What follows belongs to an exercise in optimizing a design on an open flow for small area and a short achievable clock period; a production flow would make more cautious choices. Function was checked by simulation only, so behaviour that the tests miss may differ from the original.

## flow/design.v

```verilog
module keyboard_filter(input key_ready,
                       input make,
                       input ext,
                       input [7:0] key_input,
                       output key_ok,
                       output [7:0] key_output);
    parameter KEY_EMPTY = 8'h0;
	 wire key_inside_range, key_release;
    assign key_inside_range = (ext == 0) && (key_input >= "A" && key_input <= "Z");
    assign key_release = (make == 0);
    assign key_ok = key_inside_range && key_release && key_ready;
    assign key_output = (key_inside_range && key_release) ? key_input : KEY_EMPTY;
endmodule
module machine_controller (input clk,
                           input reset,
                           input key_ok,
                           input [7:0] key,
                           output [4:0] _befor,           
                           input [4:0] _after,            
                           output reg [4:0] befor,        
                           output reg [4:0] after,        
                           output reg save_history,       
                           output reg [4:0] shift0,       
                           output reg [4:0] shift1,
                           output reg [4:0] shift2,
                           output reg [2:0] type0,        
                           output reg [2:0] type1,
                           output reg [2:0] type2,
                           input increase_shift_or_type,
                           input increase0,
                           input increase1,
                           input increase2);
    reg [1:0] save_next_counter;  
	 wire save_next;
	 assign save_next = save_next_counter == 2'b11;
    assign _befor = key - "A";
    always @(posedge clk) begin
        if (reset) begin
            befor             <= 0;
            after             <= 0;
            shift0            <= 0;
            shift1            <= 0;
            shift2            <= 0;
            type0             <= 0;
            type1             <= 0;
            type2             <= 0;
				save_history      <= 0;
            save_next_counter <= 0;
        end
        else begin
            if (save_next_counter == 2'b11) begin  
                after             <= _after;
                save_next_counter <= 0;  
					 save_history      <= 1;  
                if (shift0 == 25 && shift1 == 25)
                    shift2 <= (shift2 == 25) ? 0 : (shift2 + 1);
                else
                    shift2 <= shift2;
                if (shift0 == 25)
                    shift1 <= (shift1 == 25) ? 0 : (shift1 + 1);
                else
                    shift1 <= shift1;
                shift0 <= (shift0 == 25) ? 0 : (shift0 + 1);
            end
				else if (save_next_counter != 2'b00) begin  
					save_next_counter <= save_next_counter + 1;
				end
				else begin  
					save_history <= 0;  
					if (key_ok) begin  
						 befor             <= _befor;
						 save_next_counter <= 2'b01;
					end
					else begin
						 if (increase_shift_or_type == 0) begin  
							  if (increase0)
									shift0 <= (shift0 == 25) ? 0 : (shift0 + 1);
							  if (increase1)
									shift1 <= (shift1 == 25) ? 0 : (shift1 + 1);
							  if (increase2)
									shift2 <= (shift2 == 25) ? 0 : (shift2 + 1);
						 end
						 else begin  
							  if (increase0)
									type0 <= (type0 == 4) ? 0 : (type0 + 1);
							  if (increase1)
									type1 <= (type1 == 4) ? 0 : (type1 + 1);
							  if (increase2)
									type2 <= (type2 == 4) ? 0 : (type2 + 1);
						 end     
					end
				end
        end
    end
endmodule
module rotor_rom (input [8:0] addr0,
                  input [8:0] addr1,
                  input [8:0] addr2,
                  input [8:0] addr3,
                  input [8:0] addr4,
                  input [8:0] addr5,
                  output [15:0] dout0,
                  output [15:0] dout1,
                  output [15:0] dout2,
                  output [15:0] dout3,
                  output [15:0] dout4,
                  output [15:0] dout5);
    reg [15:0] mem_array [259:0];
    initial $readmemh("rotor_types.hex", mem_array);
    assign dout0 = mem_array[addr0];
    assign dout1 = mem_array[addr1];
    assign dout2 = mem_array[addr2];
    assign dout3 = mem_array[addr3];
    assign dout4 = mem_array[addr4];
    assign dout5 = mem_array[addr5];
endmodule
module rotor (input [15:0] rtype,
              input [15:0] shift,
              input [15:0] first_in,
              output [15:0] first_out,
              input [15:0] second_in,
              output [15:0] second_out,
              output [8:0] first_addr,
              input [15:0] first_din,
              output [8:0] second_addr,
              input [15:0] second_din);
    assign first_addr = ((first_in + shift) % 16'd26) + 16'd52 * rtype;
    assign first_out  = first_din;
    assign second_addr = second_in + 16'd26 + (16'd52 * rtype);
    assign second_out  = (second_din + (16'd26 - shift)) % 16'd26;
endmodule
module reflector(input [15:0] in,
                 output [15:0] out);
    assign out = 25 - in;
endmodule
module history_keeper (input clk,
                       input reset,
                       input save_history,
                       input [4:0] befor,
                       input [4:0] after,
                       output reg [4:0] waddr,
                       output reg we,
                       output reg [7:0] dout);
    parameter WAIT       = 2'h0;  
    parameter SAVE       = 2'h1;  
    parameter CLEAR_NEXT = 2'h2;  
    parameter CLEAR_ALL  = 2'h3;  
    reg [1:0] state, next_state;
    reg [4:0] index, next_index;
    reg [4:0] to_save, next_to_save;
    wire [4:0] index_plus_1;  
    assign index_plus_1 = index + 1;
    always @(posedge clk)
        if (reset) begin
            state   <= CLEAR_ALL;
            index   <= 0;
            to_save <= 0;
        end
        else begin
            state   <= next_state;
            index   <= next_index;
            to_save <= next_to_save;
        end
    always @(*) begin
        waddr = index;
        we    = 1'h0;
        dout  = " ";
        case (state)
            WAIT: begin
                if (save_history) begin  
                    next_state   = SAVE;
                    next_index   = index;
                    next_to_save = befor;
                end
                else begin  
                    next_state   = WAIT;
                    next_index   = index;
                    next_to_save = to_save;
                end
            end
            SAVE: begin
                we   = 1;
                dout = to_save + "A";
                if (index[4] == 0) begin 
                    next_state   = SAVE;
                    next_index   = {1'b1, index[3:0]};  
                    next_to_save = after;
                end
                else begin
                    next_state   = CLEAR_NEXT;
                    next_index   = {1'b0, index_plus_1[3:0]};  
                    next_to_save = 0;
                end
            end
            CLEAR_NEXT: begin
                we   = 1;
                dout = " ";
                if (index[4] == 0) begin  
                    next_state   = CLEAR_NEXT;
                    next_index   = {1'b1, index[3:0]};  
                    next_to_save = 0;
                end
                else begin  
                    next_state   = WAIT;
                    next_index   = {1'b0, index[3:0]};  
                    next_to_save = 0;
                end
            end
            CLEAR_ALL: begin
                we   = 1;
                dout = " ";
                if (index == 5'h1f) begin  
                    next_state   = WAIT;
                    next_index   = 5'h0;
                    next_to_save = 0;
                end
                else begin  
                    next_state   = CLEAR_ALL;
                    next_index   = index + 1;
                    next_to_save = 0;
                end
            end
        endcase
    end
endmodule
module history_ram (input clk,
                    input [4:0] raddr,
                    input [7:0] din,
                    input [4:0] waddr,
                    input we,
                    output [7:0] dout);
    reg [7:0] m [0:31];
    always@(posedge clk)
        if (we)
            m[waddr] <= din;
    assign dout = m[raddr];
endmodule
module system(input clk,
              input reset,
              input key_ready,
              input make,
              input ext,
              input [7:0] key_input,
              output [4:0] befor,
              output [4:0] after,
              output [4:0] shift0,
              output [4:0] shift1,
              output [4:0] shift2,
              output [2:0] type0,
              output [2:0] type1,
              output [2:0] type2,
              input increase_shift_or_type,
              input increase0,
              input increase1,
              input increase2,
              input [4:0] history_raddr,
              output [7:0] history_dout);
    wire key_ok;
    wire [7:0] key;
    wire [15:0] from0to1, from1to2, from2toR, fromRto2, from2to1, from1to0;
    wire [4:0] _befor, _after;
    wire [8:0] addr0, addr1, addr2, addr3, addr4, addr5;
    wire [15:0] dout0, dout1, dout2, dout3, dout4, dout5;
    wire save_history;
    wire [7:0] history_din;
    wire [4:0] history_waddr;
    wire history_we;
    keyboard_filter keyboard_filter(
        .key_ready(key_ready),
        .make(make),
        .ext(ext),
        .key_input(key_input),
        .key_ok(key_ok),
        .key_output(key)
    );
    machine_controller machine_controller(
        .clk(clk),
        .reset(reset),
        .key_ok(key_ok),
        .key(key),
        ._befor(_befor),
        ._after(_after),
        .befor(befor),
        .after(after),
        .save_history(save_history),
        .shift0(shift0),
        .shift1(shift1),
        .shift2(shift2),
        .type0(type0),
        .type1(type1),
        .type2(type2),
        .increase_shift_or_type(increase_shift_or_type),
        .increase0(increase0),
        .increase1(increase1),
        .increase2(increase2)
    );
    rotor_rom rotor_rom(
        .addr0(addr0),
        .addr1(addr1),
        .addr2(addr2),
        .addr3(addr3),
        .addr4(addr4),
        .addr5(addr5),
        .dout0(dout0),
        .dout1(dout1),
        .dout2(dout2),
        .dout3(dout3),
        .dout4(dout4),
        .dout5(dout5)
    );
    rotor rotor0(
        .rtype({13'd0,type0}),  
        .shift({11'd0,shift0}),
        .first_in({11'd0,befor}),    
        .first_out(from0to1),
        .second_in(from1to0),
        .second_out(_after),
        .first_addr(addr0),
        .first_din(dout0),
        .second_addr(addr1),
        .second_din(dout1)
    );
    rotor rotor1(
        .rtype({13'd0,type1}),
        .shift({11'd0,shift1}),
        .first_in(from0to1),
        .first_out(from1to2),
        .second_in(from2to1),
        .second_out(from1to0),
        .first_addr(addr2),
        .first_din(dout2),
        .second_addr(addr3),
        .second_din(dout3)
    );
    rotor rotor2(
        .rtype({13'd0,type2}),
        .shift({11'd0,shift2}),
        .first_in(from1to2),
        .first_out(from2toR),
        .second_in(fromRto2),
        .second_out(from2to1),
        .first_addr(addr4),
        .first_din(dout4),
        .second_addr(addr5),
        .second_din(dout5)
    );
    reflector reflector(
        .in(from2toR),
        .out(fromRto2)
    );
    history_keeper history_keeper(
        .clk(clk),
        .reset(reset),
        .save_history(save_history),
        .befor(befor),
        .after(after),
        .dout(history_din),
        .waddr(history_waddr),
        .we(history_we)
    );
    history_ram history_ram(
        .clk(clk),
        .raddr(history_raddr),
        .dout(history_dout),
        .waddr(history_waddr),
        .we(history_we),
        .din(history_din)
    );
endmodule
```

## flow/rotor_types.hex

```
04
0a
0c
05
0b
06
03
10
15
19
0d
13
0e
16
18
07
17
14
12
0f
00
08
01
11
02
09
14
16
18
06
00
03
05
0f
15
19
01
04
02
0a
0c
13
07
17
12
0b
11
08
0d
10
0e
09
00
09
03
0a
12
08
11
14
17
01
0b
07
16
13
0c
02
10
06
19
0d
0f
18
05
15
0e
04
00
09
0f
02
19
16
11
0b
05
01
03
0a
0e
13
18
14
10
06
04
0d
07
17
0c
08
15
12
01
03
05
07
09
0b
02
0f
11
13
17
15
19
0d
18
04
08
16
06
00
0a
0c
14
12
10
0e
13
00
06
01
0f
02
12
03
10
04
14
05
15
0d
19
07
18
08
17
09
16
0b
11
0a
0e
0c
04
12
0e
15
0f
19
09
00
18
10
14
08
11
07
17
0b
0d
05
13
06
0a
03
02
0c
16
01
07
19
16
15
00
11
13
0d
0b
06
14
0f
17
10
02
04
09
0c
01
12
0a
03
18
0e
08
05
15
19
01
11
06
08
13
18
14
0f
12
03
0d
07
0b
17
00
16
0c
09
10
0e
05
04
02
0a
10
02
18
0b
17
16
04
0d
05
13
19
0e
12
0c
15
09
14
03
0a
06
08
00
11
0f
07
01
```

## flow/run.sh

```bash
#!/bin/bash
# synth_recipe.tcl (not shown) runs the flow's synth.tcl, then flattens the netlist and writes it again
# the make line also repeats each setting of config.mk as NAME=value (left out here)
make -C /OpenROAD-flow-scripts/flow DESIGN_CONFIG=/design/flow/config.mk WORK_HOME=/design/flow/orfs CLKGATE_MAP_FILE= SYNTH_SCRIPT=/design/flow/synth_recipe.tcl finish
```

## flow/config.mk

```make
export PLATFORM = sky130hd
export DESIGN_NAME = system
export DESIGN_NICKNAME = system
export VERILOG_FILES = /design/flow/design.v
export SDC_FILE = /design/flow/constraint.sdc
export NUM_CORES = 4
export LEC_CHECK = 0
export CAP_MARGIN = 20
export CORE_MARGIN = 2
export CORE_UTILIZATION = 40
export SLEW_MARGIN = 20
```

## flow/constraint.sdc

```tcl
create_clock -name core_clock -period 48.0 [get_ports {clk}]
set_input_delay 9.6000 -clock core_clock [delete_from_list [all_inputs] [get_ports {clk}]]
set_output_delay 9.6000 -clock core_clock [all_outputs]
set_load 0.01 [all_outputs]
```

==> impl_metrics.tcl <==
set metrics [dict create \
    placed_cells 5296 \
    cts_tree "yes" \
    hold_viol_final 0 \
    gp_congestion 0.993 \
    start_util 0.404 \
    via_per_inst 6.57 \
    vias 35300 \
    max_stage_delay_ns 0.81 \
    async_flop_share 0 \
    hpwlAfterDp_um 79900 \
    critPathKind "reg -> reg" \
    drv_slew 0 \
    drive_gt1_frac 0.112 \
    drcViolationCount 0 \
    tns_ns 0 \
    endpoint_kind "flop" \
    cp-start-kind "flop" \
    synth_cells 4327 \
    htreeDepth 1 \
    wirelength_um 115000 \
    cap_viol_max_count 0 \
    ys_seq_area_frac 0.228 \
    fmax_mhz 22.2 \
    cp_data_required_time_ns 48.53 \
    post-route-cell-area_mm2 0.0372 \
    crit_start "machine_controller.befor[0]" \
    fill_cells 8314 \
    slew-limit-headroom 0.276 \
    ys_warn_count 5 \
    rows 106 \
    post_drt_wl_per_cell_um 21.4 \
    coreArea_mm2 0.0837 \
    grt_use_total 0.249 \
    holdWs_ns 0.519 \
    diodes 0 \
    rr_startpoint "machine_controller.befor[0]" \
    hold_start "history_keeper.to_save[4]" \
    tightest_slew_ns 1.08 \
    cts_max_path_buffers 3 \
    status "finished clean" \
    crit_buf_inv 14 \
    synth-edff-count 224 \
    ys_types 123 \
    placed_area_mm2 0.0356 \
    hold_buffers 0 \
    skew_ns 0.0322 \
    final_cell_mix "nor2_1 (501), nand2_1 (423), a21oi_1 (373)" \
    dp_worst_setup_slack_ns 1.01 \
    slowest_stage "fa_4" \
    area_growth_pct 9.99 \
    die-area_mm2 0.0869 \
    cts_made_buffers 29 \
    setup_violations 0 \
    grt-ovfl-total 0 \
    cp_max_fo 48 \
    yosys_most_used_dff "edfxtp_1" \
    root_buffer "clkbuf_16" \
    clk_pin_slew_ns 0.07 \
    io_buffers 62 \
    fin_crit_sh 0.937 \
    synth_area_mm2 0.0338 \
    syn-mean-instance-area_um2 7.82 \
    grt_pass1_vias 31800 \
    grt_max_degree 100 \
    antenna_found_initial 2 \
    period_needed_ns 44.98 \
    ant_nets 0 \
    crit_path_frequent_cell "a21oi_1" \
    cp_top_family "compound AO/OA/AOI/OAI gates" \
    crit_arrival_ns 45.52 \
    ys_ff_latch 273 \
    layout_commonest_cell "nor2_1" \
    first_pass_iters 7 \
    nNetsFinal 4477 \
    die_w_um 295 \
    hold_class "reg -> reg" \
    die_h_um 295 \
    fin_ws_ns 3.02 \
    fin_cells 5382 \
    fin_util 0.445 \
    cts.sink_count 273 \
    drtIter0Drc 5279 \
    grt_pass1_wl_um 178000 \
    io_pins 64 \
    clk_latency_ns 0.59 \
]
## worst min-delay path: stages, from the launching register on
cell,delay [ns]
dfxtp_1,0.33
nor2_1,0.10
nor3_1,0.04
## worst paths after layout
path | end | slack (ns) | cells past startpoint
worst max-delay path | machine_controller.after[2] | 3.02 | 181
worst min-delay path | history_keeper.to_save[4] | 0.52 | 2
worst max register to register | machine_controller.after[2] | 3.02 | 181
worst min register to register | history_keeper.to_save[4] | 0.52 | 2
## cell usage after synthesis, drive strengths merged, types with 50 or more instances
master,n,area [um2]
a31oi,92,582
nand3,129,656
xnor2,94,831
nor2,511,1930
o211ai,79,598
edfxtp,224,6730
o21ai,332,1670
a311oi,50,444
a211oi,117,896
buf,82,384
ha,210,2630
a21oi,381,1920
clkbuf,276,1040
mux4,93,2090
inv,134,503
nand2,425,1600
nor3,116,586
o311ai,54,473
## cell families after synthesis
logic type | synth area share
AO/OA/AOI/OAI | 0.315
AND/OR/NAND/NOR | 0.198
buffers and inverters | 0.0578
flip-flops | 0.228
adder cells (fa/ha/maj) | 0.0886
multiplexers | 0.0767
XOR/XNOR | 0.0365
other | 0.000111
## registers in the layout, indices dropped and copies added, names as in the netlist
signal                                cells
machine_controller.save_history           1
history_keeper.index                      5
machine_controller.befor                  5
machine_controller.after                  5
history_keeper.to_save                    5
history_ram.m                           224
history_keeper.state                      2
machine_controller.type2                  3
machine_controller.save_next_counter      2
machine_controller.type1                  3
machine_controller.shift0                 5
machine_controller.shift2                 5
machine_controller.type0                  3
machine_controller.shift1                 5
## cell type report
| cell class | count | area, um2 | area share |
|---|---|---|---|
| Tap cell | 1134 | 1420 | 0.0381 |
| Clock inverter | 16 | 154 | 0.00414 |
| Inverter | 142 | 563 | 0.0151 |
| Multi-Input combinational cell | 3561 | 24700 | 0.664 |
| Timing Repair inverter | 3 | 15.0 | 0.000403 |
| Timing Repair Buffer | 218 | 1890 | 0.0509 |
| Clock buffer | 35 | 748 | 0.0201 |
| Sequential cell | 273 | 7710 | 0.207 |
## routing by layer
layer  vias up  GRT usage  part of all wire
li1      16300          -                 -
met1     16600      0.349              0.42
met2      2098      0.395              0.45
met3       359     0.0398              0.10
met4         4     0.0714             0.033
met5         -          0           0.00020
## what timing repair did
| item | 4_1_cts | 5_1_grt |
|---|---|---|
| setup buffers | 0 | 30 |
| endpoints found under the setup margin | 0 | 4 |
| gates resized for setup | 0 | 74 |

[static timing again, ports no longer ideal]
In the flow no input, the clock included, has a driving cell. The finished layout below was timed again as built, in two steps.
Step 1 sets driving cells, clkbuf_16 on the clock port and buf_2 on the other inputs (assumed; they add their load-dependent delay and slew).
Step 2 moves the port delays by t, midway between the first and last clock arrival at a register: inputs arrive t later, outputs are due t later. That takes back most of the time a late clock gives input paths.
a / b / c = ideal ports / drivers / drivers and shift; a / b = the first two.
t (ns): 0.642
slack for setup (ns): 3.015 / 3.016 / 3.016
worst register clock-pin slew, ns: 0.07 / 0.07
pins driven straight from the clock port: 1
After both steps setup and hold are still met in this run. For this run, drivers alone change the setup slack by +0.001 ns; drivers and shift together by +0.001 ns.
